Context: an optimization exercise on an open-source flow, tuned for small area. The choices shown serve that exercise and are no tape-out recipe. At most, simulation tests tie the RTL to the original design; equivalence was not proved. Function not checked in run 2: the RTL went through the layout flow alone.

==> flow/constraint.sdc <==
create_clock -name core_clock -period 11.5 [get_ports {clk}]
set_input_delay 2.3000 -clock core_clock [delete_from_list [all_inputs] [get_ports {clk}]]
set_output_delay 2.3000 -clock core_clock [all_outputs]
set_load 0.01 [all_outputs]
==> flow/config.mk <==
export PLATFORM = sky130hd
export DESIGN_NAME = cpu
export DESIGN_NICKNAME = cpu
export VERILOG_FILES = /design/flow/design.v
export SDC_FILE = /design/flow/constraint.sdc
export NUM_CORES = 4
export LEC_CHECK = 0
export CAP_MARGIN = 20
export CORE_MARGIN = 2
export CORE_UTILIZATION = 45
export CTS_BUF_LIST = sky130_fd_sc_hd__clkbuf_8
export CTS_CLUSTER_DIAMETER = 50
export CTS_CLUSTER_SIZE = 16
export SLEW_MARGIN = 20
export SYNTH_HIERARCHICAL = 1
==> flow/design.v <==
module alu(
  input [15:0] a,
  input [15:0] b,
  input [15:0] s0,
  input [15:0] s1,
  input [5:0] sel,
  output [15:0] out
);
wire is_inc = sel[5:2] == 4'b0000;
wire is_sub = sel[5] & ~sel[4] & (sel[3] | sel[0]);
wire [15:0] p = is_inc ? {14'd0, sel[1:0]} : b;
wire [15:0] q = a ^ {16{is_sub}};
wire [15:0] sum;
wire co;
add16 add(.x(p), .y(q), .ci(is_sub), .s(sum), .co(co));
wire cf = ~co;
wire zf = a == b;           
wire of = (b[15] & ~a[15] & ~sum[15]) | (~b[15] & a[15] & sum[15]);
wire lt = sum[15] ^ of;
wire left = sel[1];
wire fill = sel[0] & s1[15];
wire [15:0] sh;
shr16 shr(.x(s1), .left(left), .fill(fill), .n(s0), .y(sh));
wire [15:0] prod;
mul16 mul(.a(s1), .b(s0), .y(prod));
wire f_inc   = sel[5:2] == 4'b0000;
wire f_not   = sel == 6'b000100;
wire f_sign  = {sel[5:2], sel[0]} == 5'b00011;
wire f_exts  = sel == 6'b000110;
wire f_b     = sel[5:3] == 3'b001;
wire f_and   = sel == 6'b010000;
wire f_or    = sel == 6'b010001;
wire f_xor   = sel[5:1] == 5'b01001;
wire f_shr   = sel[5:1] == 5'b01010;
wire f_shl   = sel == 6'b010110;
wire f_add   = sel[5:1] == 5'b10000;
wire f_mul   = sel == 6'b100010;
wire f_cmp   = sel[5:3] == 3'b101;
wire f_addz  = sel[5:4] == 2'b11;
wire addz_a  = f_addz & (s0[0] ^ sel[0]);      
wire en_sum  = f_inc | f_add | (f_addz & ~addz_a);
wire [3:0] t = ({4{f_not}}  & 4'b0011)
             | ({4{f_sign | f_exts | addz_a}} & 4'b1100)
             | ({4{f_b}}    & 4'b1010)
             | ({4{f_and}}  & 4'b1000)
             | ({4{f_or}}   & 4'b1110)
             | ({4{f_xor}}  & 4'b0110);
wire [3:0] t15 = f_sign ? 4'b0011 : t;
wire [15:0] ax = {a[15:8] | {8{f_exts & a[7]}}, a[7:0]};
logic flag;
always @* begin
  case (sel[2:0])
    3'd0: flag = zf;
    3'd1: flag = ~zf;
    3'd2: flag = lt;
    3'd3: flag = lt | zf;
    3'd4: flag = cf;
    3'd5: flag = cf | zf;
    default: flag = 1'b0;
  endcase
end
wire [15:0] shl = rev16(sh);
logic [15:0] r;
integer k;
always @* begin
  for (k = 0; k < 16; k = k + 1)
    r[k] = (en_sum & sum[k])
         | lut2(k == 15 ? t15 : t, ax[k], b[k])
         | (f_shr & sh[k])
         | (f_shl & shl[k])
         | (f_mul & prod[k]);
  r[0] = r[0] | (f_cmp & flag);
end
assign out = r;
function lut2(input [3:0] tt, input x, input y);
  lut2 = (tt[3] & x & y) | (tt[2] & x & ~y) | (tt[1] & ~x & y) | (tt[0] & ~x & ~y);
endfunction
function [15:0] rev16(input [15:0] x);
  integer k;
  begin
    for (k = 0; k < 16; k = k + 1)
      rev16[k] = x[15-k];
  end
endfunction
endmodule
module add16(
  input [15:0] x,
  input [15:0] y,
  input ci,
  output [15:0] s,
  output co
);
wire [8:0] c;
assign c[0] = ci;
genvar i;
generate
  for (i = 0; i < 8; i = i + 1) begin : lo
    fa fa(.a(x[i]), .b(y[i]), .c(c[i]), .s(s[i]), .co(c[i+1]));
  end
endgenerate
wire [8:0] c0;
wire [7:0] s0;
ha ha0(.a(x[8]), .b(y[8]), .s(s0[0]), .co(c0[1]));
wire [8:0] c1;
wire [7:0] s1;
xnor_g xs1(.a(x[8]), .b(y[8]), .y(s1[0]));
or_g oc1(.a(x[8]), .b(y[8]), .y(c1[1]));
generate
  for (i = 1; i < 8; i = i + 1) begin : hi
    fa fa0(.a(x[8+i]), .b(y[8+i]), .c(c0[i]), .s(s0[i]), .co(c0[i+1]));
    fa fa1(.a(x[8+i]), .b(y[8+i]), .c(c1[i]), .s(s1[i]), .co(c1[i+1]));
  end
endgenerate
assign s[15:8] = c[8] ? s1 : s0;
assign co = c[8] ? c1[8] : c0[8];
endmodule
module ha(input a, input b, output s, output co);
assign s = a ^ b;
assign co = a & b;
endmodule
module shr16(
  input [15:0] x,
  input left,
  input fill,
  input [15:0] n,
  output [15:0] y
);
wire [15:0] l0, l1, l2, l3, l4;    
genvar i;
generate
  for (i = 0; i < 16; i = i + 1) begin : st
    mux2i_g m0(.a(x[i]), .b(x[15-i]), .s(left), .y(l0[i]));
    mux2i_g m1(.a(l0[i]), .b(i + 1 < 16 ? l0[i+1] : ~fill), .s(n[0]), .y(l1[i]));
    mux2i_g m2(.a(l1[i]), .b(i + 2 < 16 ? l1[i+2] : fill), .s(n[1]), .y(l2[i]));
    mux2i_g m3(.a(l2[i]), .b(i + 4 < 16 ? l2[i+4] : ~fill), .s(n[2]), .y(l3[i]));
    mux2i_g m4(.a(l3[i]), .b(i + 8 < 16 ? l3[i+8] : fill), .s(n[3]), .y(l4[i]));
  end
endgenerate
assign y = (n[15:4] != 12'd0) ? {16{fill}} : ~l4;
endmodule
module mux2i_g(input a, input b, input s, output y);
assign y = ~(s ? b : a);
endmodule
module decoder(
  input [17:0] insn,
  output sign,
  output [15:0] imm_mask,
  output [2:0] src_a,
  output [1:0] src_b,
  output [5:0] alu_sel,
  output wr_stk1,
  output pop,
  output push,
  output load_stk,
  output load_fp,
  output load_gp,
  output load_ip,
  output load_isr,
  output cpop,
  output cpush,
  output byt,
  output dmem_ren,
  output dmem_wen,
  output set_ien, clear_ien,
  output call,
  output pmem_wenh, pmem_wenl
);
assign imm_mask = calc_imm_mask(insn[17:14]);
assign {sign, src_a, src_b, alu_sel,
  load_stk, load_fp, load_gp, load_ip, load_isr,
  push, pop, cpush, cpop,
  wr_stk1, byt, dmem_ren, dmem_wen,
  set_ien, clear_ien, call, pmem_wenh, pmem_wenl} = decode(insn);
function [29:0] decode(input [17:0] insn);
  logic sign;
  logic [2:0] src_a;
  logic [1:0] pp;
  logic [4:0] load;
  sign = insn[11];
  src_a = {1'b0, insn[13:12]};
  pp = insn[7:6];
  load = src_a === 3'h3;
  decode = 30'd0;
  casex (insn)
    18'b11_xxxx_xxxx_xxxx_xxxx:  
      decode = {1'b0, 3'h0, 2'h1,  6'h0f,     18'b10000_1000_0000_00_000};
    18'b00_00xx_xxxx_xxxx_xxxx:  
      decode = {sign, 3'h3,   2'h1,  6'h20,   18'b00010_0010_0000_00_100};
    18'b00_0100_xxxx_xxxx_xxxx:  
      decode = {sign, 3'h3,   2'h1,  6'h20,   18'b00010_0000_0000_00_000};
    18'b00_0101_xxxx_xxxx_xxxx:  
      decode = {sign, src_a, 2'h1,  6'h20,   18'b01000_0000_0000_00_000};
    18'b00_0110_xxxx_xxxx_xxxx:  
      decode = {sign, 3'h3,   2'h1,  6'h30,  18'b00010_0100_0000_00_000};
    18'b00_1000_xxxx_xxxx_xxxx:  
      decode = {1'b0, src_a, 2'h1,  6'h0f,     18'b10000_1000_0110_00_000};
    18'b00_10xx_xxxx_xxxx_xxxx:  
      decode = {1'b0, src_a, 2'h1,  6'h20,   18'b10000_1000_0110_00_000};
    18'b00_1100_xxxx_xxxx_xxxx:  
      decode = {1'b0, src_a, 2'h1,  6'h0f,     18'b00000_0100_0101_00_000};
    18'b00_11xx_xxxx_xxxx_xxxx:  
      decode = {1'b0, src_a, 2'h1,  6'h20,   18'b00000_0100_0101_00_000};
    18'b01_0000_xxxx_xxxx_xxx0:  
      decode = {1'b0, src_a, 2'h1,  6'h0f,     18'b10000_1000_0010_00_000};
    18'b01_00xx_xxxx_xxxx_xxx0:  
      decode = {1'b0, src_a, 2'h1,  6'h20,   18'b10000_1000_0010_00_000};
    18'b01_0000_xxxx_xxxx_xxx1:  
      decode = {1'b0, src_a, 2'h1,  6'h0f,     18'b00000_0100_0001_00_000};
    18'b01_00xx_xxxx_xxxx_xxx1:  
      decode = {1'b0, src_a, 2'h1,  6'h20,   18'b00000_0100_0001_00_000};
    18'b01_01xx_xxxx_xxxx_xxxx:  
      decode = {1'b0, src_a, 2'h1,  6'h20,   18'b10000_1000_0000_00_000};
    18'b01_11xx_0xxx_xxxx_xxxx:  
      decode = {1'b0, 3'h0, 2'h0, insn[5:0],  18'b10000_0000_0000_00_000 | (pp << 11)};
    18'b01_11xx_1xxx_xx00_0x00:  
      decode = {1'b0, 3'h4, 2'h1,  6'h00,     18'b00010_0001_0000_00_000};
    18'b01_11xx_1xxx_xx00_0x01:  
      decode = {1'b0, 3'h0, 2'h1,  6'h00,     18'b00010_0110_0000_00_100};
    18'b01_11xx_1xxx_xx00_0x10:  
      decode = {1'b0, 3'h4, 2'h1,  6'h00,     18'b01000_0001_0000_00_000};
    18'b01_11xx_1xxx_xx00_0x11:  
      decode = {1'b0, 3'h1,   2'h1,  6'h00,     18'b00000_0010_0000_00_000};
    18'b01_11xx_1xxx_xx00_10x0:  
      decode = {1'b0, 3'h0, 2'h1,  6'h00,     18'b10000_0000_0010_00_000};
    18'b01_11xx_1xxx_xx00_1100:  
      decode = {1'b0, 3'h0, 2'h1,  6'h00,     18'b10000_0100_1001_00_000};
    18'b01_11xx_1xxx_xx00_1110:  
      decode = {1'b0, 3'h0, 2'h1,  6'h00,     18'b00000_0100_1001_00_000};
    18'b01_11xx_1xxx_xx00_10x1:  
      decode = {1'b0, 3'h0, 2'h1,  6'h00,     18'b10000_0000_0110_00_000};
    18'b01_11xx_1xxx_xx00_1101:  
      decode = {1'b0, 3'h0, 2'h1,  6'h00,     18'b10000_0100_1101_00_000};
    18'b01_11xx_1xxx_xx00_1111:  
      decode = {1'b0, 3'h0, 2'h1,  6'h00,     18'b00000_0100_1101_00_000};
    18'b01_11xx_1xxx_xxx1_xx0x:  
      decode = {1'b0, 3'h3,   2'h2,  6'h0f,     18'b00010_0010_0000_00_000};
    18'b01_11xx_1xxx_xxx1_xx1x:  
      decode = {1'b0, 3'h4, 2'h1,  6'h00,     18'b00010_0001_0000_10_000};
    18'b01_11xx_1xxx_xx1x_x000:  
      decode = {1'b0, 3'h0, 2'h1,  6'h00,     18'b01000_0100_0000_00_000};
    18'b01_11xx_1xxx_xx1x_x001:  
      decode = {1'b0, 3'h0, 2'h1,  6'h00,     18'b00100_0100_0000_00_000};
    18'b01_11xx_1xxx_xx1x_x010:  
      decode = {1'b0, 3'h0, 2'h1,  6'h00,     18'b00001_0100_0000_00_000};
    18'b01_11xx_1xxx_xx1x_x100:  
      decode = {1'b0, 3'h0, 2'h1,  6'h00,     18'b10000_0100_1000_00_010};
    18'b01_11xx_1xxx_xx1x_x101:  
      decode = {1'b0, 3'h0, 2'h1,  6'h00,     18'b10000_0100_1000_00_001};
  endcase
endfunction
function [15:0] calc_imm_mask(input [3:0] op);
begin
  casex (op)
    4'b11xx: calc_imm_mask = 16'hffff;  
    4'b0000: calc_imm_mask = 16'h3fff;  
    4'b0100: calc_imm_mask = 16'h0ffe;  
    default: calc_imm_mask = 16'h0fff;  
  endcase
end
endfunction
endmodule
module mul16(input [15:0] a, input [15:0] b, output [15:0] y);
wire p0_0 = ~(a[0] & b[0]);
wire p1_0 = ~(a[1] & b[0]);
wire p2_0 = ~(a[2] & b[0]);
wire p3_0 = ~(a[3] & b[0]);
wire p4_0 = ~(a[4] & b[0]);
wire p5_0 = ~(a[5] & b[0]);
wire p6_0 = ~(a[6] & b[0]);
wire p7_0 = ~(a[7] & b[0]);
wire p8_0 = ~(a[8] & b[0]);
wire p9_0 = ~(a[9] & b[0]);
wire p10_0 = ~(a[10] & b[0]);
wire p11_0 = ~(a[11] & b[0]);
wire p12_0 = ~(a[12] & b[0]);
wire p13_0 = ~(a[13] & b[0]);
wire p14_0 = ~(a[14] & b[0]);
wire p15_0 = ~(a[15] & b[0]);
wire p0_1 = ~(a[0] & b[1]);
wire p1_1 = ~(a[1] & b[1]);
wire p2_1 = ~(a[2] & b[1]);
wire p3_1 = ~(a[3] & b[1]);
wire p4_1 = ~(a[4] & b[1]);
wire p5_1 = ~(a[5] & b[1]);
wire p6_1 = ~(a[6] & b[1]);
wire p7_1 = ~(a[7] & b[1]);
wire p8_1 = ~(a[8] & b[1]);
wire p9_1 = ~(a[9] & b[1]);
wire p10_1 = ~(a[10] & b[1]);
wire p11_1 = ~(a[11] & b[1]);
wire p12_1 = ~(a[12] & b[1]);
wire p13_1 = ~(a[13] & b[1]);
wire p14_1 = ~(a[14] & b[1]);
wire p0_2 = ~(a[0] & b[2]);
wire p1_2 = ~(a[1] & b[2]);
wire p2_2 = ~(a[2] & b[2]);
wire p3_2 = ~(a[3] & b[2]);
wire p4_2 = ~(a[4] & b[2]);
wire p5_2 = ~(a[5] & b[2]);
wire p6_2 = ~(a[6] & b[2]);
wire p7_2 = ~(a[7] & b[2]);
wire p8_2 = ~(a[8] & b[2]);
wire p9_2 = ~(a[9] & b[2]);
wire p10_2 = ~(a[10] & b[2]);
wire p11_2 = ~(a[11] & b[2]);
wire p12_2 = ~(a[12] & b[2]);
wire p13_2 = ~(a[13] & b[2]);
wire p0_3 = ~(a[0] & b[3]);
wire p1_3 = ~(a[1] & b[3]);
wire p2_3 = ~(a[2] & b[3]);
wire p3_3 = ~(a[3] & b[3]);
wire p4_3 = ~(a[4] & b[3]);
wire p5_3 = ~(a[5] & b[3]);
wire p6_3 = ~(a[6] & b[3]);
wire p7_3 = ~(a[7] & b[3]);
wire p8_3 = ~(a[8] & b[3]);
wire p9_3 = ~(a[9] & b[3]);
wire p10_3 = ~(a[10] & b[3]);
wire p11_3 = ~(a[11] & b[3]);
wire p12_3 = ~(a[12] & b[3]);
wire p0_4 = ~(a[0] & b[4]);
wire p1_4 = ~(a[1] & b[4]);
wire p2_4 = ~(a[2] & b[4]);
wire p3_4 = ~(a[3] & b[4]);
wire p4_4 = ~(a[4] & b[4]);
wire p5_4 = ~(a[5] & b[4]);
wire p6_4 = ~(a[6] & b[4]);
wire p7_4 = ~(a[7] & b[4]);
wire p8_4 = ~(a[8] & b[4]);
wire p9_4 = ~(a[9] & b[4]);
wire p10_4 = ~(a[10] & b[4]);
wire p11_4 = ~(a[11] & b[4]);
wire p0_5 = ~(a[0] & b[5]);
wire p1_5 = ~(a[1] & b[5]);
wire p2_5 = ~(a[2] & b[5]);
wire p3_5 = ~(a[3] & b[5]);
wire p4_5 = ~(a[4] & b[5]);
wire p5_5 = ~(a[5] & b[5]);
wire p6_5 = ~(a[6] & b[5]);
wire p7_5 = ~(a[7] & b[5]);
wire p8_5 = ~(a[8] & b[5]);
wire p9_5 = ~(a[9] & b[5]);
wire p10_5 = ~(a[10] & b[5]);
wire p0_6 = ~(a[0] & b[6]);
wire p1_6 = ~(a[1] & b[6]);
wire p2_6 = ~(a[2] & b[6]);
wire p3_6 = ~(a[3] & b[6]);
wire p4_6 = ~(a[4] & b[6]);
wire p5_6 = ~(a[5] & b[6]);
wire p6_6 = ~(a[6] & b[6]);
wire p7_6 = ~(a[7] & b[6]);
wire p8_6 = ~(a[8] & b[6]);
wire p9_6 = ~(a[9] & b[6]);
wire p0_7 = ~(a[0] & b[7]);
wire p1_7 = ~(a[1] & b[7]);
wire p2_7 = ~(a[2] & b[7]);
wire p3_7 = ~(a[3] & b[7]);
wire p4_7 = ~(a[4] & b[7]);
wire p5_7 = ~(a[5] & b[7]);
wire p6_7 = ~(a[6] & b[7]);
wire p7_7 = ~(a[7] & b[7]);
wire p8_7 = ~(a[8] & b[7]);
wire p0_8 = ~(a[0] & b[8]);
wire p1_8 = ~(a[1] & b[8]);
wire p2_8 = ~(a[2] & b[8]);
wire p3_8 = ~(a[3] & b[8]);
wire p4_8 = ~(a[4] & b[8]);
wire p5_8 = ~(a[5] & b[8]);
wire p6_8 = ~(a[6] & b[8]);
wire p7_8 = ~(a[7] & b[8]);
wire p0_9 = ~(a[0] & b[9]);
wire p1_9 = ~(a[1] & b[9]);
wire p2_9 = ~(a[2] & b[9]);
wire p3_9 = ~(a[3] & b[9]);
wire p4_9 = ~(a[4] & b[9]);
wire p5_9 = ~(a[5] & b[9]);
wire p6_9 = ~(a[6] & b[9]);
wire p0_10 = ~(a[0] & b[10]);
wire p1_10 = ~(a[1] & b[10]);
wire p2_10 = ~(a[2] & b[10]);
wire p3_10 = ~(a[3] & b[10]);
wire p4_10 = ~(a[4] & b[10]);
wire p5_10 = ~(a[5] & b[10]);
wire p0_11 = ~(a[0] & b[11]);
wire p1_11 = ~(a[1] & b[11]);
wire p2_11 = ~(a[2] & b[11]);
wire p3_11 = ~(a[3] & b[11]);
wire p4_11 = ~(a[4] & b[11]);
wire p0_12 = ~(a[0] & b[12]);
wire p1_12 = ~(a[1] & b[12]);
wire p2_12 = ~(a[2] & b[12]);
wire p3_12 = ~(a[3] & b[12]);
wire p0_13 = ~(a[0] & b[13]);
wire p1_13 = ~(a[1] & b[13]);
wire p2_13 = ~(a[2] & b[13]);
wire p0_14 = ~(a[0] & b[14]);
wire p1_14 = ~(a[1] & b[14]);
wire p0_15 = ~(a[0] & b[15]);
wire s0, c0;
han ha0 (.a(p0_1), .b(p1_0), .s(s0), .co(c0));
wire s1, c1;
fa fa1 (.a(p0_2), .b(p1_1), .c(p2_0), .s(s1), .co(c1));
wire s2, c2;
han ha2 (.a(c0), .b(s1), .s(s2), .co(c2));
wire s3, c3;
fa fa3 (.a(p0_3), .b(p1_2), .c(p2_1), .s(s3), .co(c3));
wire s4, c4;
fa fa4 (.a(p3_0), .b(c1), .c(s3), .s(s4), .co(c4));
wire s5, c5;
han ha5 (.a(c2), .b(s4), .s(s5), .co(c5));
wire s6, c6;
fa fa6 (.a(p0_4), .b(p1_3), .c(p2_2), .s(s6), .co(c6));
wire s7, c7;
fa fa7 (.a(p3_1), .b(p4_0), .c(c3), .s(s7), .co(c7));
wire s8, c8;
fa fa8 (.a(s6), .b(s7), .c(c4), .s(s8), .co(c8));
wire s9, c9;
han ha9 (.a(c5), .b(s8), .s(s9), .co(c9));
wire s10, c10;
fa fa10 (.a(p0_5), .b(p1_4), .c(p2_3), .s(s10), .co(c10));
wire s11, c11;
fa fa11 (.a(p3_2), .b(p4_1), .c(p5_0), .s(s11), .co(c11));
wire s12, c12;
fa fa12 (.a(c6), .b(s10), .c(s11), .s(s12), .co(c12));
wire s13, c13;
fa fa13 (.a(c7), .b(s12), .c(c8), .s(s13), .co(c13));
wire s14, c14;
han ha14 (.a(c9), .b(s13), .s(s14), .co(c14));
wire s15, c15;
fa fa15 (.a(p0_6), .b(p1_5), .c(p2_4), .s(s15), .co(c15));
wire s16, c16;
fa fa16 (.a(p3_3), .b(p4_2), .c(p5_1), .s(s16), .co(c16));
wire s17, c17;
fa fa17 (.a(p6_0), .b(c10), .c(c11), .s(s17), .co(c17));
wire s18, c18;
fa fa18 (.a(s15), .b(s16), .c(s17), .s(s18), .co(c18));
wire s19, c19;
fa fa19 (.a(c12), .b(s18), .c(c13), .s(s19), .co(c19));
wire s20, c20;
han ha20 (.a(c14), .b(s19), .s(s20), .co(c20));
wire s21, c21;
fa fa21 (.a(p0_7), .b(p1_6), .c(p2_5), .s(s21), .co(c21));
wire s22, c22;
fa fa22 (.a(p3_4), .b(p4_3), .c(p5_2), .s(s22), .co(c22));
wire s23, c23;
fa fa23 (.a(p6_1), .b(p7_0), .c(c15), .s(s23), .co(c23));
wire s24, c24;
fa fa24 (.a(c16), .b(s21), .c(s22), .s(s24), .co(c24));
wire s25, c25;
fa fa25 (.a(c17), .b(s23), .c(s24), .s(s25), .co(c25));
wire s26, c26;
fa fa26 (.a(c18), .b(s25), .c(c19), .s(s26), .co(c26));
wire s27, c27;
han ha27 (.a(c20), .b(s26), .s(s27), .co(c27));
wire s28, c28;
fa fa28 (.a(p0_8), .b(p1_7), .c(p2_6), .s(s28), .co(c28));
wire s29, c29;
fa fa29 (.a(p3_5), .b(p4_4), .c(p5_3), .s(s29), .co(c29));
wire s30, c30;
fa fa30 (.a(p6_2), .b(p7_1), .c(p8_0), .s(s30), .co(c30));
wire s31, c31;
fa fa31 (.a(c21), .b(c22), .c(s28), .s(s31), .co(c31));
wire s32, c32;
fa fa32 (.a(s29), .b(s30), .c(c23), .s(s32), .co(c32));
wire s33, c33;
fa fa33 (.a(c24), .b(s31), .c(s32), .s(s33), .co(c33));
wire s34, c34;
fa fa34 (.a(c25), .b(s33), .c(c26), .s(s34), .co(c34));
wire s35, c35;
han ha35 (.a(c27), .b(s34), .s(s35), .co(c35));
wire s36, c36;
fa fa36 (.a(p0_9), .b(p1_8), .c(p2_7), .s(s36), .co(c36));
wire s37, c37;
fa fa37 (.a(p3_6), .b(p4_5), .c(p5_4), .s(s37), .co(c37));
wire s38, c38;
fa fa38 (.a(p6_3), .b(p7_2), .c(p8_1), .s(s38), .co(c38));
wire s39, c39;
fa fa39 (.a(p9_0), .b(c28), .c(c29), .s(s39), .co(c39));
wire s40, c40;
fa fa40 (.a(c30), .b(s36), .c(s37), .s(s40), .co(c40));
wire s41, c41;
fa fa41 (.a(s38), .b(s39), .c(c31), .s(s41), .co(c41));
wire s42, c42;
fa fa42 (.a(s40), .b(c32), .c(s41), .s(s42), .co(c42));
wire s43, c43;
fa fa43 (.a(c33), .b(s42), .c(c34), .s(s43), .co(c43));
wire s44, c44;
han ha44 (.a(c35), .b(s43), .s(s44), .co(c44));
wire s45, c45;
fa fa45 (.a(p0_10), .b(p10_0), .c(p1_9), .s(s45), .co(c45));
wire s46, c46;
fa fa46 (.a(p2_8), .b(p3_7), .c(p4_6), .s(s46), .co(c46));
wire s47, c47;
fa fa47 (.a(p5_5), .b(p6_4), .c(p7_3), .s(s47), .co(c47));
wire s48, c48;
fa fa48 (.a(p8_2), .b(p9_1), .c(c36), .s(s48), .co(c48));
wire s49, c49;
fa fa49 (.a(c37), .b(c38), .c(s45), .s(s49), .co(c49));
wire s50, c50;
fa fa50 (.a(s46), .b(s47), .c(c39), .s(s50), .co(c50));
wire s51, c51;
fa fa51 (.a(s48), .b(c40), .c(s49), .s(s51), .co(c51));
wire s52, c52;
fa fa52 (.a(c41), .b(s50), .c(s51), .s(s52), .co(c52));
wire s53, c53;
fa fa53 (.a(c42), .b(s52), .c(c43), .s(s53), .co(c53));
wire s54, c54;
han ha54 (.a(c44), .b(s53), .s(s54), .co(c54));
wire s55, c55;
fa fa55 (.a(p0_11), .b(p10_1), .c(p11_0), .s(s55), .co(c55));
wire s56, c56;
fa fa56 (.a(p1_10), .b(p2_9), .c(p3_8), .s(s56), .co(c56));
wire s57, c57;
fa fa57 (.a(p4_7), .b(p5_6), .c(p6_5), .s(s57), .co(c57));
wire s58, c58;
fa fa58 (.a(p7_4), .b(p8_3), .c(p9_2), .s(s58), .co(c58));
wire s59, c59;
fa fa59 (.a(c45), .b(c46), .c(c47), .s(s59), .co(c59));
wire s60, c60;
fa fa60 (.a(s55), .b(s56), .c(s57), .s(s60), .co(c60));
wire s61, c61;
fa fa61 (.a(s58), .b(c48), .c(s59), .s(s61), .co(c61));
wire s62, c62;
fa fa62 (.a(c49), .b(s60), .c(c50), .s(s62), .co(c62));
wire s63, c63;
fa fa63 (.a(s61), .b(c51), .c(s62), .s(s63), .co(c63));
wire s64, c64;
fa fa64 (.a(c52), .b(s63), .c(c53), .s(s64), .co(c64));
wire s65, c65;
han ha65 (.a(c54), .b(s64), .s(s65), .co(c65));
wire s66, c66;
fa fa66 (.a(p0_12), .b(p10_2), .c(p11_1), .s(s66), .co(c66));
wire s67, c67;
fa fa67 (.a(p12_0), .b(p1_11), .c(p2_10), .s(s67), .co(c67));
wire s68, c68;
fa fa68 (.a(p3_9), .b(p4_8), .c(p5_7), .s(s68), .co(c68));
wire s69, c69;
fa fa69 (.a(p6_6), .b(p7_5), .c(p8_4), .s(s69), .co(c69));
wire s70, c70;
fa fa70 (.a(p9_3), .b(c55), .c(c56), .s(s70), .co(c70));
wire s71, c71;
fa fa71 (.a(c57), .b(c58), .c(s66), .s(s71), .co(c71));
wire s72, c72;
fa fa72 (.a(s67), .b(s68), .c(s69), .s(s72), .co(c72));
wire s73, c73;
fa fa73 (.a(c59), .b(s70), .c(c60), .s(s73), .co(c73));
wire s74, c74;
fa fa74 (.a(s71), .b(s72), .c(c61), .s(s74), .co(c74));
wire s75, c75;
fa fa75 (.a(s73), .b(c62), .c(s74), .s(s75), .co(c75));
wire s76, c76;
fa fa76 (.a(c63), .b(s75), .c(c64), .s(s76), .co(c76));
wire s77, c77;
han ha77 (.a(c65), .b(s76), .s(s77), .co(c77));
wire s78, c78;
fa fa78 (.a(p0_13), .b(p10_3), .c(p11_2), .s(s78), .co(c78));
wire s79, c79;
fa fa79 (.a(p12_1), .b(p13_0), .c(p1_12), .s(s79), .co(c79));
wire s80, c80;
fa fa80 (.a(p2_11), .b(p3_10), .c(p4_9), .s(s80), .co(c80));
wire s81, c81;
fa fa81 (.a(p5_8), .b(p6_7), .c(p7_6), .s(s81), .co(c81));
wire s82, c82;
fa fa82 (.a(p8_5), .b(p9_4), .c(c66), .s(s82), .co(c82));
wire s83, c83;
fa fa83 (.a(c67), .b(c68), .c(c69), .s(s83), .co(c83));
wire s84, c84;
fa fa84 (.a(s78), .b(s79), .c(s80), .s(s84), .co(c84));
wire s85, c85;
fa fa85 (.a(s81), .b(c70), .c(s82), .s(s85), .co(c85));
wire s86, c86;
fa fa86 (.a(s83), .b(c71), .c(c72), .s(s86), .co(c86));
wire s87, c87;
fa fa87 (.a(s84), .b(c73), .c(s85), .s(s87), .co(c87));
wire s88, c88;
fa fa88 (.a(s86), .b(c74), .c(s87), .s(s88), .co(c88));
wire s89, c89;
fa fa89 (.a(c75), .b(s88), .c(c76), .s(s89), .co(c89));
wire s90, c90;
han ha90 (.a(c77), .b(s89), .s(s90), .co(c90));
wire s91, c91;
fa fa91 (.a(p0_14), .b(p10_4), .c(p11_3), .s(s91), .co(c91));
wire s92, c92;
fa fa92 (.a(p12_2), .b(p13_1), .c(p14_0), .s(s92), .co(c92));
wire s93, c93;
fa fa93 (.a(p1_13), .b(p2_12), .c(p3_11), .s(s93), .co(c93));
wire s94, c94;
fa fa94 (.a(p4_10), .b(p5_9), .c(p6_8), .s(s94), .co(c94));
wire s95, c95;
fa fa95 (.a(p7_7), .b(p8_6), .c(p9_5), .s(s95), .co(c95));
wire s96, c96;
fa fa96 (.a(c78), .b(c79), .c(c80), .s(s96), .co(c96));
wire s97, c97;
fa fa97 (.a(c81), .b(s91), .c(s92), .s(s97), .co(c97));
wire s98, c98;
fa fa98 (.a(s93), .b(s94), .c(s95), .s(s98), .co(c98));
wire s99, c99;
fa fa99 (.a(c82), .b(c83), .c(s96), .s(s99), .co(c99));
wire s100, c100;
fa fa100 (.a(c84), .b(s97), .c(s98), .s(s100), .co(c100));
wire s101, c101;
fa fa101 (.a(c85), .b(c86), .c(s99), .s(s101), .co(c101));
wire s102, c102;
fa fa102 (.a(s100), .b(c87), .c(s101), .s(s102), .co(c102));
wire s103, c103;
fa fa103 (.a(c88), .b(s102), .c(c89), .s(s103), .co(c103));
wire s104, c104;
han ha104 (.a(c90), .b(s103), .s(s104), .co(c104));
wire x105 = p0_15 ^ p10_5 ^ p11_4;
wire x106 = p12_3 ^ p13_2 ^ p14_1;
wire x107 = p15_0 ^ p1_14 ^ p2_13;
wire x108 = p3_12 ^ p4_11 ^ p5_10;
wire x109 = p6_9 ^ p7_8 ^ p8_7;
wire x110 = p9_6 ^ c91 ^ c92;
wire x111 = c93 ^ c94 ^ c95;
wire x112 = x105 ^ x106 ^ x107;
wire x113 = x108 ^ x109 ^ c96;
wire x114 = x110 ^ x111 ^ c97;
wire x115 = c98 ^ x112 ^ x113;
wire x116 = c99 ^ x114 ^ c100;
wire x117 = x115 ^ c101 ^ x116;
wire x118 = c102 ^ x117 ^ c103;
wire x119 = ~(c104 ^ x118);
assign y[0] = ~p0_0;
assign y[1] = ~s0;
assign y[2] = ~s2;
assign y[3] = ~s5;
assign y[4] = ~s9;
assign y[5] = ~s14;
assign y[6] = ~s20;
assign y[7] = ~s27;
assign y[8] = ~s35;
assign y[9] = ~s44;
assign y[10] = ~s54;
assign y[11] = ~s65;
assign y[12] = ~s77;
assign y[13] = ~s90;
assign y[14] = ~s104;
assign y[15] = ~x119;
endmodule
module fa(input a, input b, input c, output s, output co);
assign s = a ^ b ^ c;
assign co = (a & b) | (a & c) | (b & c);
endmodule
module han(input a, input b, output s, output co);
xnor_g xs(.a(a), .b(b), .y(s));
or_g oc(.a(a), .b(b), .y(co));
endmodule
module xnor_g(input a, input b, output y);
assign y = ~(a ^ b);
endmodule
module or_g(input a, input b, output y);
assign y = a | b;
endmodule
module cpu#(
  parameter CLOCK_HZ = 27_000_000
) (
  input  rst,
  input  clk,
  input  irq,
  output dmem_ren,
  output dmem_wen,
  output dmem_byt,
  output [14-1:0] dmem_addr,
  input  [15:0] dmem_rdata,
  output [15:0] dmem_wdata,
  output pmem_wenh, pmem_wenl,
  output [14-1:0] pmem_addr,
  input  [17:0] pmem_rdata,
  output [17:0] pmem_wdata
);
logic reg1, reg2;            
logic irq_pend, ien;
logic [17:0] insn;
logic [15:0] fp, gp, ip, isr;
logic addr_d0;               
wire ph_dec   = ~reg1 & ~reg2;
wire ph_exec  =  reg1 & ~reg2;
wire ph_rdmem =  reg1 &  reg2;
wire ph_fetch = ~reg1 &  reg2;
wire ph_half  = ~reg2;       
always @(posedge clk, posedge rst) begin
  if (rst) begin
    reg1 <= 1'b1;
    reg2 <= 1'b1;
  end else begin
    reg1 <= ~reg2;
    reg2 <= reg1;
  end
end
logic sign, wr_stk1;
logic [15:0] imm_mask;
logic [2:0] d_src_a;
logic [1:0] d_src_b;
logic [5:0] d_alu;
logic d_pop, d_push, d_stk, d_fp, d_gp, d_ip, d_isr, d_cpop, d_cpush, d_byt,
  d_ren, d_wen, d_set_ien, d_clear_ien, d_call, d_wenh, d_wenl;
decoder decoder(
  .insn(insn),
  .sign(sign),
  .imm_mask(imm_mask),
  .src_a(d_src_a),
  .src_b(d_src_b),
  .alu_sel(d_alu),
  .wr_stk1(wr_stk1),
  .pop(d_pop),
  .push(d_push),
  .load_stk(d_stk),
  .load_fp(d_fp),
  .load_gp(d_gp),
  .load_ip(d_ip),
  .load_isr(d_isr),
  .cpop(d_cpop),
  .cpush(d_cpush),
  .byt(d_byt),
  .dmem_ren(d_ren),
  .dmem_wen(d_wen),
  .set_ien(d_set_ien),
  .clear_ien(d_clear_ien),
  .call(d_call),
  .pmem_wenh(d_wenh),
  .pmem_wenl(d_wenl)
);
wire irq_masked = ien & irq;
wire np = ~irq_pend;
wire xp = np & ph_exec;      
wire stk_phase = d_ren ? ph_rdmem : ph_exec;
wire pop      = d_pop & xp;
wire push     = d_push & np & stk_phase;
wire load_stk = d_stk & np & stk_phase;
wire load_fp  = d_fp & xp;
wire load_gp  = d_gp & xp;
wire load_isr = d_isr & xp;
wire load_ip  = ((d_ip | irq_pend) & ph_exec) | (ph_fetch & ~irq_masked);
wire cpop     = d_cpop & xp;
wire cpush    = (d_cpush | irq_pend) & ph_dec;
wire set_ien  = d_set_ien & xp;
wire clear_ien = (d_clear_ien | irq_pend) & ph_exec;
assign dmem_ren  = ph_rdmem & d_ren;
assign dmem_wen  = d_wen & xp;
assign dmem_byt  = d_byt & np;
assign pmem_wenh = d_wenh & xp;
assign pmem_wenl = d_wenl & xp;
logic [15:0] stack0, stack1, cstack0, alu_out, stack_in;
logic [15:0] sp [0:15];
logic sa;
logic [3:0] sd;
wire [15:0] se1 = sa ? sp[1] : ~sp[0];
assign stack1 = (sd != 4'd0) ? se1 : 16'd0;
wire s_down = ~pop & (push | ~sa);
always @(posedge clk, posedge rst) begin
  if (rst)
    stack0 <= 16'd0;
  else if (load_stk)
    stack0 <= stack_in;
  else if (pop)
    stack0 <= stack1;
  else if (push)
    stack0 <= 16'd0;
end
always @(posedge clk, posedge rst) begin
  if (rst)
    sd <= 4'd0;
  else if (pop)
    sd <= (sd == 4'd0) ? 4'd0 : sd - 4'd1;
  else if (push)
    sd <= (sd == 4'd15) ? 4'd15 : sd + 4'd1;
end
always @(posedge clk, posedge rst) begin
  if (rst)
    sa <= 1'b0;
  else if (~push & ~pop)
    sa <= ~sa;
end
wire [15:0] sp_next [0:14];
genvar g, b;
generate
  for (g = 0; g < 15; g = g + 1) begin : sp_pos
    for (b = 0; b < 16; b = b + 1) begin : sp_bit
      mux2i_g m(.a(sp[g+1][b]), .b(g == 0 ? stack0[b] : sp[g-1][b]), .s(s_down), .y(sp_next[g][b]));
    end
  end
endgenerate
integer i;
always @(posedge clk) begin
  for (i = 0; i < 15; i = i + 1)
    sp[i] <= sp_next[i];
  sp[15] <= ~sp[14];
end
logic [15:0] cp [0:15];
logic ca;
logic [3:0] cd;
wire [15:0] ce1 = ca ? cp[1] : ~cp[0];
wire [15:0] cstack1 = (cd != 4'd0) ? ce1 : 16'd0;
wire c_down = ~cpop & (cpush | ~ca);
always @(posedge clk, posedge rst) begin
  if (rst)
    cstack0 <= 16'd0;
  else if (cpush)
    cstack0 <= alu_out;
  else if (cpop)
    cstack0 <= cstack1;
end
always @(posedge clk, posedge rst) begin
  if (rst)
    cd <= 4'd0;
  else if (cpop)
    cd <= (cd == 4'd0) ? 4'd0 : cd - 4'd1;
  else if (cpush)
    cd <= (cd == 4'd15) ? 4'd15 : cd + 4'd1;
end
always @(posedge clk, posedge rst) begin
  if (rst)
    ca <= 1'b0;
  else if (~cpush & ~cpop)
    ca <= ~ca;
end
wire [15:0] cp_next [0:14];
generate
  for (g = 0; g < 15; g = g + 1) begin : cp_pos
    for (b = 0; b < 16; b = b + 1) begin : cp_bit
      mux2i_g m(.a(cp[g+1][b]), .b(g == 0 ? cstack0[b] : cp[g-1][b]), .s(c_down), .y(cp_next[g][b]));
    end
  end
endgenerate
always @(posedge clk) begin
  for (i = 0; i < 15; i = i + 1)
    cp[i] <= cp_next[i];
  cp[15] <= ~cp[14];
end
logic [15:0] src_a, src_b, imm;
wire a_fp   = ph_half & np & (d_src_a == 3'h1);
wire a_gp   = ph_half & np & (d_src_a == 3'h2);
wire a_ip   = ~ph_half | (d_src_a == 3'h3) | irq_pend | (d_call & ph_dec);
wire a_cstk = ph_half & np & (d_src_a == 3'h4);
assign src_a = a_fp ? fp
             : a_gp ? gp
             : a_ip ? ip
             : a_cstk ? cstack0
             : stack0;
assign imm = (insn[15:0] & imm_mask) | (sign ? {~imm_mask[15:10], 10'd0} : 16'd0);
assign src_b = irq_pend ? isr
             : d_src_b == 2'h0 ? stack1
             : d_src_b == 2'h1 ? imm
             : isr;
wire [5:0] alu_sel = ph_exec ? (irq_pend ? 6'h0f : d_alu)
                   : ph_fetch ? 6'h01 : 6'h00;
alu alu(
  .a(src_a),
  .b(src_b),
  .s0(stack0),
  .s1(stack1),
  .sel(alu_sel),
  .out(alu_out)
);
assign stack_in = dmem_ren ? (dmem_byt ? (addr_d0 ? {8'd0, dmem_rdata[15:8]}
                                                  : {8'd0, dmem_rdata[7:0]})
                                       : dmem_rdata)
                           : alu_out;
assign dmem_addr = alu_out[14-1:0];
assign pmem_addr = alu_out[14-1:0];
wire [15:0] wdata_raw = wr_stk1 ? stack1 : stack0;
assign dmem_wdata = alu_out[0] ? {wdata_raw[7:0], 8'd0} : wdata_raw;
assign pmem_wdata = {wdata_raw[1:0], wdata_raw};
always @(posedge clk, posedge rst) begin
  if (rst)
    fp <= 16'h4000;
  else if (load_fp)
    fp <= alu_out;
end
always @(posedge clk, posedge rst) begin
  if (rst)
    gp <= 16'h0100;
  else if (load_gp)
    gp <= alu_out;
end
always @(posedge clk, posedge rst) begin
  if (rst)
    ip <= 16'h0;
  else if (load_ip)
    ip <= alu_out;
end
always @(posedge clk, posedge rst) begin
  if (rst)
    isr <= 16'd0;
  else if (load_isr)
    isr <= alu_out;
end
always @(posedge clk, posedge rst) begin
  if (rst)
    insn <= 18'd0;
  else if (ph_fetch)
    insn <= pmem_rdata;
end
always @(posedge clk, posedge rst) begin
  if (rst)
    addr_d0 <= 1'b0;
  else
    addr_d0 <= alu_out[0];
end
always @(posedge clk, posedge rst) begin
  if (rst)
    ien <= 1'b1;
  else if (set_ien)
    ien <= 1'b1;
  else if (clear_ien)
    ien <= 1'b0;
end
always @(posedge clk, posedge rst) begin
  if (rst)
    irq_pend <= 1'b0;
  else if (ph_fetch)
    irq_pend <= irq_masked;
end
endmodule
==> flow/run.sh <==
#!/bin/bash
# synth_recipe.tcl (not shown) runs the flow's synth.tcl, then flattens the netlist and writes it again
# the make line also repeats each setting of config.mk as NAME=value (left out here)
make -C /OpenROAD-flow-scripts/flow DESIGN_CONFIG=/design/flow/config.mk WORK_HOME=/design/flow/orfs CLKGATE_MAP_FILE= SYNTH_SCRIPT=/design/flow/synth_recipe.tcl finish
==> results of run 1 <==
-- repair_timing --
action                                 in CTS  in global routing
gates resized for setup                     6                 28
setup endpoints to repair                  20                 20
pin swaps                                   0                  7
cloned                                      0                  2
buffers inserted                            0                  7
endpoints found under the hold margin       0                  0
-- kinds of logic (layout without fill, tap and decap cells) --
group	after synthesis	in the layout	share of synthesized area, %
other	2	13	0.0248
AND/OR/NAND/NOR	631	633	9.90
buffers and inverters	226	405	3.63
XOR/XNOR	78	78	2.35
AO/OA/AOI/OAI	362	362	8.02
flip-flops	641	641	44.6
adder cells (fa/ha/maj)	122	122	7.85
multiplexers	688	688	23.6
-- sequential cells by signal, summed over array words and instances (netlist names), 4 cells and up --
signal	count
cp	256
sp	256
insn	18
cstack0	16
fp	16
gp	16
ip	16
isr	16
stack0	16
cd	4
sd	4
-- through the flow --
step	TNS (ns)	hold slack [ns]
floorplan	0	0.352
global placement	0	0.359
detailed placement	0	0.361
CTS	0	0.362
global route	-0.0547	0.394
finish	0	0.365
-- modules after synthesis (local to each module, per instance), a selection --
module	times used	cell area [um^2]	flip-flops and latches	cells
cpu	1	18300	641	1452
alu	1	1720	0	217
mul16	1	918	0	196
decoder	1	873	0	146
shr16	1	219	0	25
add16	1	146	0	10
fa	113	20.0	0	1
ha	1	12.5	0	1
mux2i_g	560	10.0	0	1
xnor_g	15	8.76	0	1
or_g	15	6.26	0	1
-- layout make-up --
class,count,area [um^2],share of cell area (%)
repair buffers,213,1910,5.58
multi-input cells,1895,15900,46.4
well taps,873,1090,3.20
clock inverters,46,559,1.64
inverters,76,288,0.842
flip-flops and latches,641,13500,39.5
diodes,1,2.50,0.00733
clock buffers,70,963,2.82
-- worst register-to-register path: cells and delay by family (launching register included) --
family / cells / cell delay (ns)
AO/OA/AOI/OAI: 6 / 2.00
XOR/XNOR: 5 / 1.17
adder cells (fa/ha/maj): 13 / 5.23
buffers and inverters: 2 / 0.28
flip-flops: 1 / 0.43
AND/OR/NAND/NOR: 3 / 0.66
-- path summary, 6_finish.rpt --
| kind | cells past startpoint | slack (ns) | start | end |
|---|---|---|---|---|
| setup / recovery | 22 | 0.28 | sd[0] | pmem_addr[13] |
| hold / removal | 1 | 0.36 | sp[14][6] | sp[15][6] |
| setup reg to reg | 29 | 1.57 | sd[0] | cstack0[15] |
| hold reg to reg | 1 | 0.36 | sp[14][6] | sp[15][6] |
| max in group asynchronous | 3 | 7.97 | rst | sa |
| min in group asynchronous | 2 | 2.09 | rst | cd[3] |
-- layout by cell type (no fill, tap or decap), types with 52 or more instances in the layout --
cell / synthesis / routed
mux2_2: 80 / 80
dfxtp_1: 512 / 512
a21oi_1: 120 / 112
dfrtp_1: 124 / 120
mux2i_1: 592 / 592
fa_1: 113 / 104
clkbuf_8: 0 / 70
clkdlybuf4s50_1: 0 / 101
buf_4: 38 / 105
nand2_1: 314 / 314
inv_1: 75 / 77
xnor2_1: 52 / 52
nor2_1: 116 / 115
-- per-layer routing --
metal | routed length, um | global-route usage, % | part of all wire, %
met1 | 39100 | 33.9 | 46
met2 | 37200 | 37.5 | 44
met3 | 5000 | 4.46 | 5.9
met4 | 2980 | 8.86 | 3.5
met5 | 0 | 0 | 0
==> out/metrics.yaml, run 1 <==
layout:
  stdcell_area_mm2: 0.0342
  drive_above_1_share_pct: 13.8
  nFillCells: 6037
  fin_nets: 3054
  fin_cells: 3815
  syn_to_final_growth_pct: 13.0
  utilization_pct: 51.1
timing:
  setup_viol: 0
  worstMarginPinSlew_ns: 1.30
  final_hold_viol_count: 0
  fmaxAchievable_mhz: 89.1
  setup_slack_ns: 0.277
  slew_violations: 0
  fin_crit_ns: 11.22
  clock_skew_ns: 0.0455
  slew_headroom_pct: 12.2
  timing.final.crit_share_pct: 97.6
clocking:
  cts_sinks: 641
  hold_buffers: 0
  clk_pin_slew_ns: 0.09
  htree_levels: 3
  cts_buffer_depth: 3
  root_buffer: "clkbuf_8"
  numCtsBuffers: 68
  clk-insertion-delay-late_ns: 0.72
  cts_tree: "built"
placed_design:
  gp_congestion: 0.976
  post-place-ws_ns: 0.450
  dp_hpwl_um: 60900
  place_area_mm2: 0.0325
  port_buffers: 103
  place_inst: 3689
grt:
  grt_usage_pct: 24.2
  grt_pass1_vias: 21500
  grt_start_max_net_pins: 166
  antenna_found_initial: 4
  grt_remaining_overflow: 0
  grt_pass1_wl_um: 130000
worst_setup_path:
  critical_path.max_fanout: 16
  cp-end-kind: "primary output"
  crit_path_max_incr_delay_ns: 0.61
  arrival_ns: 8.92
  cp_slowest_cell: "clkdlybuf4s50_1"
  path_buf_inv: 4
  cp_common_cell: "fa_1"
  crit_family: "adder cells"
  cp_cell_sequence: "inv_1, ha_1, nor3b_2, buf_12, a21oi_1, nand2_1, fa_1, fa_1, fa_1, fa_1, fa_1, fa_1, fa_1, fa_1, fa_1, fa_1, fa_1, xnor2_1, inv_1, a222oi_1, nand3_2, clkdlybuf4s50_1"
  worstPathRequired_ns: 9.20
  worstSetupPathType: "reg2out"
  startpoint_type: "flop"
synth:
  yosysTopAreaCell: "dfxtp_1"
  yosysTopAreaCellShare_pct: 33.9
  seq_area_frac_synth_pct: 44.6
  synthCells: 2750
  yosys_warnings: 13
  netlist-cell-type-count: 91
  ys.flop_type: "dfxtp_1"
  yosys-top-cells-area: "dfxtp_1, mux2i_1, dfrtp_1, fa_1, nand2_1"
  synth_most_common_cell: "mux2i_1"
  netlist_area_mm2: 0.0302
  synth_commonest_cells: "mux2i_1, dfxtp_1, nand2_1, dfrtp_1, a21oi_1"
  async_reset_ff_share_pct: 20.1
  ys_ff_latch: 641
  avgSynthCellArea_um2: 11.0
  synth_edf_count: 0
floorplanning:
  die_w_um: 263
  die_h_um: 263
  design.die.area_mm2: 0.0693
  ios: 104
  num_rows: 95
  coreArea_mm2: 0.0668
  start_util_pct: 45.3
route:
  dr.pass1.iters: 10
  wire_per_inst_um: 22.1
  viasPerCell: 5.55
  drc_errors: 0
  via_count: 21200
  ant_nets: 0
  drtIter0Drc: 1534
  drt-total-wl_um: 84300
flow_run:
  maxCapViolations: 0
outcome:
  outcome: "timing/DRC/antenna clean"
worst_hold_path:
  hp-class: "reg2reg"
==> inputs of run 2 (changes only) <==
--- a/flow/design.v
+++ b/flow/design.v
@@ -413,7 +413,7 @@
 wire s7, c7;
 fa fa7 (.a(p3_1), .b(p4_0), .c(c3), .s(s7), .co(c7));
 wire s8, c8;
-fa fa8 (.a(s6), .b(s7), .c(c4), .s(s8), .co(c8));
+fa fa8 (.a(s6), .b(c4), .c(s7), .s(s8), .co(c8));
 wire s9, c9;
 han ha9 (.a(c5), .b(s8), .s(s9), .co(c9));
 wire s10, c10;
@@ -433,9 +433,9 @@
 wire s17, c17;
 fa fa17 (.a(p6_0), .b(c10), .c(c11), .s(s17), .co(c17));
 wire s18, c18;
-fa fa18 (.a(s15), .b(s16), .c(s17), .s(s18), .co(c18));
+fa fa18 (.a(s15), .b(s16), .c(c12), .s(s18), .co(c18));
 wire s19, c19;
-fa fa19 (.a(c12), .b(s18), .c(c13), .s(s19), .co(c19));
+fa fa19 (.a(s17), .b(s18), .c(c13), .s(s19), .co(c19));
 wire s20, c20;
 han ha20 (.a(c14), .b(s19), .s(s20), .co(c20));
 wire s21, c21;
@@ -479,7 +479,7 @@
 wire s40, c40;
 fa fa40 (.a(c30), .b(s36), .c(s37), .s(s40), .co(c40));
 wire s41, c41;
-fa fa41 (.a(s38), .b(s39), .c(c31), .s(s41), .co(c41));
+fa fa41 (.a(s38), .b(c31), .c(s39), .s(s41), .co(c41));
 wire s42, c42;
 fa fa42 (.a(s40), .b(c32), .c(s41), .s(s42), .co(c42));
 wire s43, c43;
@@ -499,7 +499,7 @@
 wire s50, c50;
 fa fa50 (.a(s46), .b(s47), .c(c39), .s(s50), .co(c50));
 wire s51, c51;
-fa fa51 (.a(s48), .b(c40), .c(s49), .s(s51), .co(c51));
+fa fa51 (.a(c40), .b(s48), .c(s49), .s(s51), .co(c51));
 wire s52, c52;
 fa fa52 (.a(c41), .b(s50), .c(s51), .s(s52), .co(c52));
 wire s53, c53;
@@ -519,11 +519,11 @@
 wire s60, c60;
 fa fa60 (.a(s55), .b(s56), .c(s57), .s(s60), .co(c60));
 wire s61, c61;
-fa fa61 (.a(s58), .b(c48), .c(s59), .s(s61), .co(c61));
+fa fa61 (.a(s58), .b(c48), .c(c49), .s(s61), .co(c61));
 wire s62, c62;
-fa fa62 (.a(c49), .b(s60), .c(c50), .s(s62), .co(c62));
+fa fa62 (.a(s59), .b(s60), .c(c50), .s(s62), .co(c62));
 wire s63, c63;
-fa fa63 (.a(s61), .b(c51), .c(s62), .s(s63), .co(c63));
+fa fa63 (.a(c51), .b(s61), .c(s62), .s(s63), .co(c63));
 wire s64, c64;
 fa fa64 (.a(c52), .b(s63), .c(c53), .s(s64), .co(c64));
 wire s65, c65;
@@ -543,7 +543,7 @@
 wire s72, c72;
 fa fa72 (.a(s67), .b(s68), .c(s69), .s(s72), .co(c72));
 wire s73, c73;
-fa fa73 (.a(c59), .b(s70), .c(c60), .s(s73), .co(c73));
+fa fa73 (.a(c59), .b(c60), .c(s70), .s(s73), .co(c73));
 wire s74, c74;
 fa fa74 (.a(s71), .b(s72), .c(c61), .s(s74), .co(c74));
 wire s75, c75;
@@ -567,9 +567,9 @@
 wire s84, c84;
 fa fa84 (.a(s78), .b(s79), .c(s80), .s(s84), .co(c84));
 wire s85, c85;
-fa fa85 (.a(s81), .b(c70), .c(s82), .s(s85), .co(c85));
+fa fa85 (.a(s81), .b(c70), .c(c71), .s(s85), .co(c85));
 wire s86, c86;
-fa fa86 (.a(s83), .b(c71), .c(c72), .s(s86), .co(c86));
+fa fa86 (.a(c72), .b(s82), .c(s83), .s(s86), .co(c86));
 wire s87, c87;
 fa fa87 (.a(s84), .b(c73), .c(s85), .s(s87), .co(c87));
 wire s88, c88;
@@ -595,9 +595,9 @@
 wire s98, c98;
 fa fa98 (.a(s93), .b(s94), .c(s95), .s(s98), .co(c98));
 wire s99, c99;
-fa fa99 (.a(c82), .b(c83), .c(s96), .s(s99), .co(c99));
+fa fa99 (.a(c82), .b(c83), .c(c84), .s(s99), .co(c99));
 wire s100, c100;
-fa fa100 (.a(c84), .b(s97), .c(s98), .s(s100), .co(c100));
+fa fa100 (.a(s96), .b(s97), .c(s98), .s(s100), .co(c100));
 wire s101, c101;
 fa fa101 (.a(c85), .b(c86), .c(s99), .s(s101), .co(c101));
 wire s102, c102;
@@ -611,15 +611,15 @@
 wire x107 = p15_0 ^ p1_14 ^ p2_13;
 wire x108 = p3_12 ^ p4_11 ^ p5_10;
 wire x109 = p6_9 ^ p7_8 ^ p8_7;
-wire x110 = p9_6 ^ c91 ^ c92;
-wire x111 = c93 ^ c94 ^ c95;
-wire x112 = x105 ^ x106 ^ x107;
-wire x113 = x108 ^ x109 ^ c96;
-wire x114 = x110 ^ x111 ^ c97;
-wire x115 = c98 ^ x112 ^ x113;
-wire x116 = c99 ^ x114 ^ c100;
-wire x117 = x115 ^ c101 ^ x116;
-wire x118 = c102 ^ x117 ^ c103;
+wire x110 = p9_6 ^ x105 ^ x106;
+wire x111 = x107 ^ x108 ^ x109;
+wire x112 = c91 ^ c92 ^ c93;
+wire x113 = c94 ^ c95 ^ x110;
+wire x114 = x111 ^ x112 ^ c96;
+wire x115 = c97 ^ c98 ^ x113;
+wire x116 = x114 ^ c99 ^ c100;
+wire x117 = x115 ^ x116 ^ c101;
+wire x118 = x117 ^ c102 ^ c103;
 wire x119 = ~(c104 ^ x118);
 assign y[0] = ~p0_0;
 assign y[1] = ~s0;
@@ -745,8 +745,9 @@
 logic [15:0] sp [0:15];
 logic sa;
 logic [3:0] sd;
+logic snz;                   
 wire [15:0] se1 = sa ? sp[1] : ~sp[0];
-assign stack1 = (sd != 4'd0) ? se1 : 16'd0;
+assign stack1 = snz ? se1 : 16'd0;
 wire s_down = ~pop & (push | ~sa);
 always @(posedge clk, posedge rst) begin
   if (rst)
@@ -768,6 +769,14 @@
 end
 always @(posedge clk, posedge rst) begin
   if (rst)
+    snz <= 1'b0;
+  else if (pop)
+    snz <= sd[3:1] != 3'd0;
+  else if (push)
+    snz <= 1'b1;
+end
+always @(posedge clk, posedge rst) begin
+  if (rst)
     sa <= 1'b0;
   else if (~push & ~pop)
     sa <= ~sa;
@@ -790,8 +799,9 @@
 logic [15:0] cp [0:15];
 logic ca;
 logic [3:0] cd;
+logic cnz;                   
 wire [15:0] ce1 = ca ? cp[1] : ~cp[0];
-wire [15:0] cstack1 = (cd != 4'd0) ? ce1 : 16'd0;
+wire [15:0] cstack1 = cnz ? ce1 : 16'd0;
 wire c_down = ~cpop & (cpush | ~ca);
 always @(posedge clk, posedge rst) begin
   if (rst)
@@ -811,6 +821,14 @@
 end
 always @(posedge clk, posedge rst) begin
   if (rst)
+    cnz <= 1'b0;
+  else if (cpop)
+    cnz <= cd[3:1] != 3'd0;
+  else if (cpush)
+    cnz <= 1'b1;
+end
+always @(posedge clk, posedge rst) begin
+  if (rst)
     ca <= 1'b0;
   else if (~cpush & ~cpop)
     ca <= ~ca;
==> flow/flow/run.sh (new file) <==
#!/bin/bash
set -euo pipefail
bash standard.sh \
  "BUFFER_PORTS_ARGS=-buffer_cell sky130_fd_sc_hd__buf_2" \
  "CTS_ARGS=-sink_clustering_enable -repair_clock_nets -sink_clustering_size 16 -sink_clustering_max_diameter 50 -buf_list sky130_fd_sc_hd__clkbuf_8 -dont_use_dummy_load" \
  finish > flow.log 2>&1
==> flow/standard.sh (new file) <==
#!/bin/bash
# synth_recipe.tcl (not shown) runs the flow's synth.tcl, then flattens the netlist and writes it again
# the make line also repeats each setting of config.mk as NAME=value (left out here)
make -C /OpenROAD-flow-scripts/flow DESIGN_CONFIG=/design/flow/config.mk WORK_HOME=/design/flow/orfs CLKGATE_MAP_FILE= SYNTH_SCRIPT=/design/flow/synth_recipe.tcl "${@:-finish}"
removed: flow/run.sh
==> out/metrics.yaml, run 2 <==
outcome:
  outcome: "timing/DRC/antenna clean"
clocking:
  cts_sinks: 643
  numCtsBuffers: 61
  clk-insertion-delay-late_ns: 0.71
  clk_pin_slew_ns: 0.07
  cts_setup_buffers: 0
  cts_tree: "built"
  root_buffer: "clkbuf_8"
  cts_buffer_depth: 3
  htree_levels: 2
timing:
  setup_slack_ns: 0.370
  rsz0062_at_grt: "false"
  fmaxAchievable_mhz: 89.8
  fin_crit_ns: 11.13
  slew_violations: 0
  fin_hold_ws_ns: 0.346
  worstMarginPinSlew_ns: 1.18
  timing.final.crit_share_pct: 96.8
  slew_headroom_pct: 21.2
  final_hold_viol_count: 0
  clock_skew_ns: 0.105
  finalSetupTns_ns: 0
  setup_viol: 0
synth:
  synth_commonest_cells: "mux2i_1, dfxtp_1, nand2_1, dfrtp_1, fa_1"
  yosys_warnings: 13
  avgSynthCellArea_um2: 10.9
  yosysTopAreaCell: "dfxtp_1"
  yosys-top-cells-area: "dfxtp_1, mux2i_1, dfrtp_1, fa_1, nand2_1"
  ys_ff_latch: 643
  ys.flop_type: "dfxtp_1"
  netlist-cell-type-count: 89
  synthCells: 2804
  netlist_area_mm2: 0.0304
  synth_most_common_cell: "mux2i_1"
  seq_area_frac_synth_pct: 44.4
  async_reset_ff_share_pct: 20.4
  yosysTopAreaCellShare_pct: 33.7
  synth_edf_count: 0
worst_setup_path:
  reg2reg_from: "sa"
  worstSetupPathType: "reg2out"
  arrival_ns: 8.83
  crit_start: "insn[16]"
  critical_path.max_fanout: 19
  cp-end-kind: "primary output"
  startpoint_type: "flop"
  worstPathRequired_ns: 9.20
placed_design:
  dp_hpwl_um: 56500
  port_buffers: 103
  gp_congestion: 0.929
  place_area_mm2: 0.0319
  post-place-ws_ns: 0.266
layout:
  syn_to_final_growth_pct: 7.89
  layout_commonest_cell: "mux2i_1"
  utilization_pct: 49.0
  biggestRegsByFlops: "cp x256, sp x256, insn x18"
  fin_nets: 3059
  drive_above_1_share_pct: 14.2
  stdcell_area_mm2: 0.0329
  final_cell_mix: "mux2i_1, dfxtp_1, nand2_1"
flow_run:
  maxCapViolations: 0
grt:
  grt_usage_pct: 22.6
  grt_pass1_wl_um: 124000
  grt_remaining_overflow: 0
  grt_start_max_net_pins: 179
  grt_pass1_vias: 21100
  antenna_found_initial: 2
route:
  top_layer_used: "met4"
  drt-total-wl_um: 79000
  wire_per_inst_um: 20.9
  drtIter0Drc: 1708
  viasPerCell: 5.56
  ant_nets: 0
  via_count: 21000
  wl_met1_um: 36700
  drc_errors: 0
  route.met3.wl_um: 4340
  dr.pass1.iters: 9
  wl_met2_um: 34400
floorplanning:
  die_h_um: 264
  num_rows: 95
  start_util_pct: 45.4
  ios: 104
  coreArea_mm2: 0.0670
  design.die.area_mm2: 0.0698
  die_w_um: 264
worst_hold_path:
  hp-start: "sp[14][13]"
  hp-class: "reg2reg"
## run 2: changes by cell type in the layout (fill, tap and decap cells not counted), sizes merged, moves of 21 or more
cell	before	now
nand2	317	352
buf	110	184
clkdlybuf4s50	101	0
inv	99	78
a21oi	131	100
a31oi	23	49
## run 2: cell type report
cell class | instances | area, um^2
Timing Repair Buffer | 184 | 1180
Sequential cell | 643 | 13500
Clock buffer | 61 | 840
Fill cell | 6161 | 34200
Inverter | 78 | 295
Antenna cell | 3 | 7.51
Tap cell | 873 | 1090
Multi-Input combinational cell | 1932 | 15900
## run 2: metal layers
layer / vias up / GRT usage (%)
li1: 9914 / -
met1: 10300 / 31.9
met2: 622 / 34.5
met3: 178 / 3.45
met4: 0 / 9.46
met5: - / 0
## run 2: through the flow
stage | instances
global placement | 3708
finish | 3774
global route | 3774
floorplan | 2814
detailed placement | 3708
CTS | 3769
## run 2: worst max-delay path, stage by stage (launching register included)
cell and delay, ns:
dfrtp_2 0.55, and4b_1 0.29, nand2_2 0.14, a21oi_2 0.29, and3b_1 0.23, or4_1 0.47
a21oi_1 0.20, a21oi_1 0.11, a211o_2 0.44, xor2_1 0.20, fa_1 0.42, fa_1 0.39
fa_1 0.38, fa_1 0.43, fa_1 0.40, fa_1 0.39, fa_1 0.39, fa_2 0.51
mux2_4 0.36, o211ai_1 0.16, o21ai_0 0.10, a32oi_1 0.19, nand4_1 0.11, or3_4 0.50
mux2_2 0.32, buf_2 0.14
## run 2: worst paths after layout
| path | to | slack, ns | cells past startpoint |
|---|---|---|---|
| worst max-delay path | dmem_wdata[14] | 0.37 | 25 |
| worst min-delay path | sp[15][13] | 0.35 | 1 |
| worst max register to register | isr[15] | 1.51 | 27 |
| worst min register to register | sp[15][13] | 0.35 | 1 |
| max in group asynchronous | gp[8] | 8.55 | 4 |
| min in group asynchronous | addr_d0 | 1.75 | 2 |
## run 2: repair_timing
action,in CTS,in global routing
gates resized for setup,4,12
setup endpoints to repair,18,16
gates cloned,0,0
hold buffers,0,0
## run 2: logic make-up after synthesis
group / synth area share (%)
compound gates: 7.56
xor+xnor: 2.29
fa+ha+maj: 7.80
buf+inv: 3.80
flops: 44.4
mux: 23.5
other cells: 0.0247
simple gates: 10.6
## run 2: per-module statistics from Yosys (local to each module, per instance), a selection
module / cells / flip-flops and latches
alu: 217 / 0
cpu: 1506 / 643
decoder: 146 / 0
fa: 1 / 0
mux2i_g: 1 / 0
or_g: 1 / 0
shr16: 25 / 0
xnor_g: 1 / 0

==> separate check: timing with driven ports <==
How much do the figures lean on ideal ports? The routed layouts below were timed once more, with nothing changed but the port constraints.
Step 1, drivers: a clkbuf_16 drives clk and a buf_2 each remaining input, both assumed.
Step 2 also shifts input and output timing later by t, the mid clock arrival at the registers, as if the neighbouring blocks saw the same clock.
Slacks: ideal / step 1 / step 2; pairs: ideal / step 1.
run	shift t [ns]	setup WS [ns]	worst hold slack (ns)	slew at the worst register clock pin (ns)	worst slew at a driven data input, ns
run 1	0.756	0.277 / 0.214 / 0.970	0.365 / 0.365 / 0.365	0.10 / 0.10	0.05
run 2	0.713	0.370 / 0.314 / 1.027	0.346 / 0.346 / 0.346	0.09 / 0.09	0.04
After both steps every run listed still meets setup and hold.
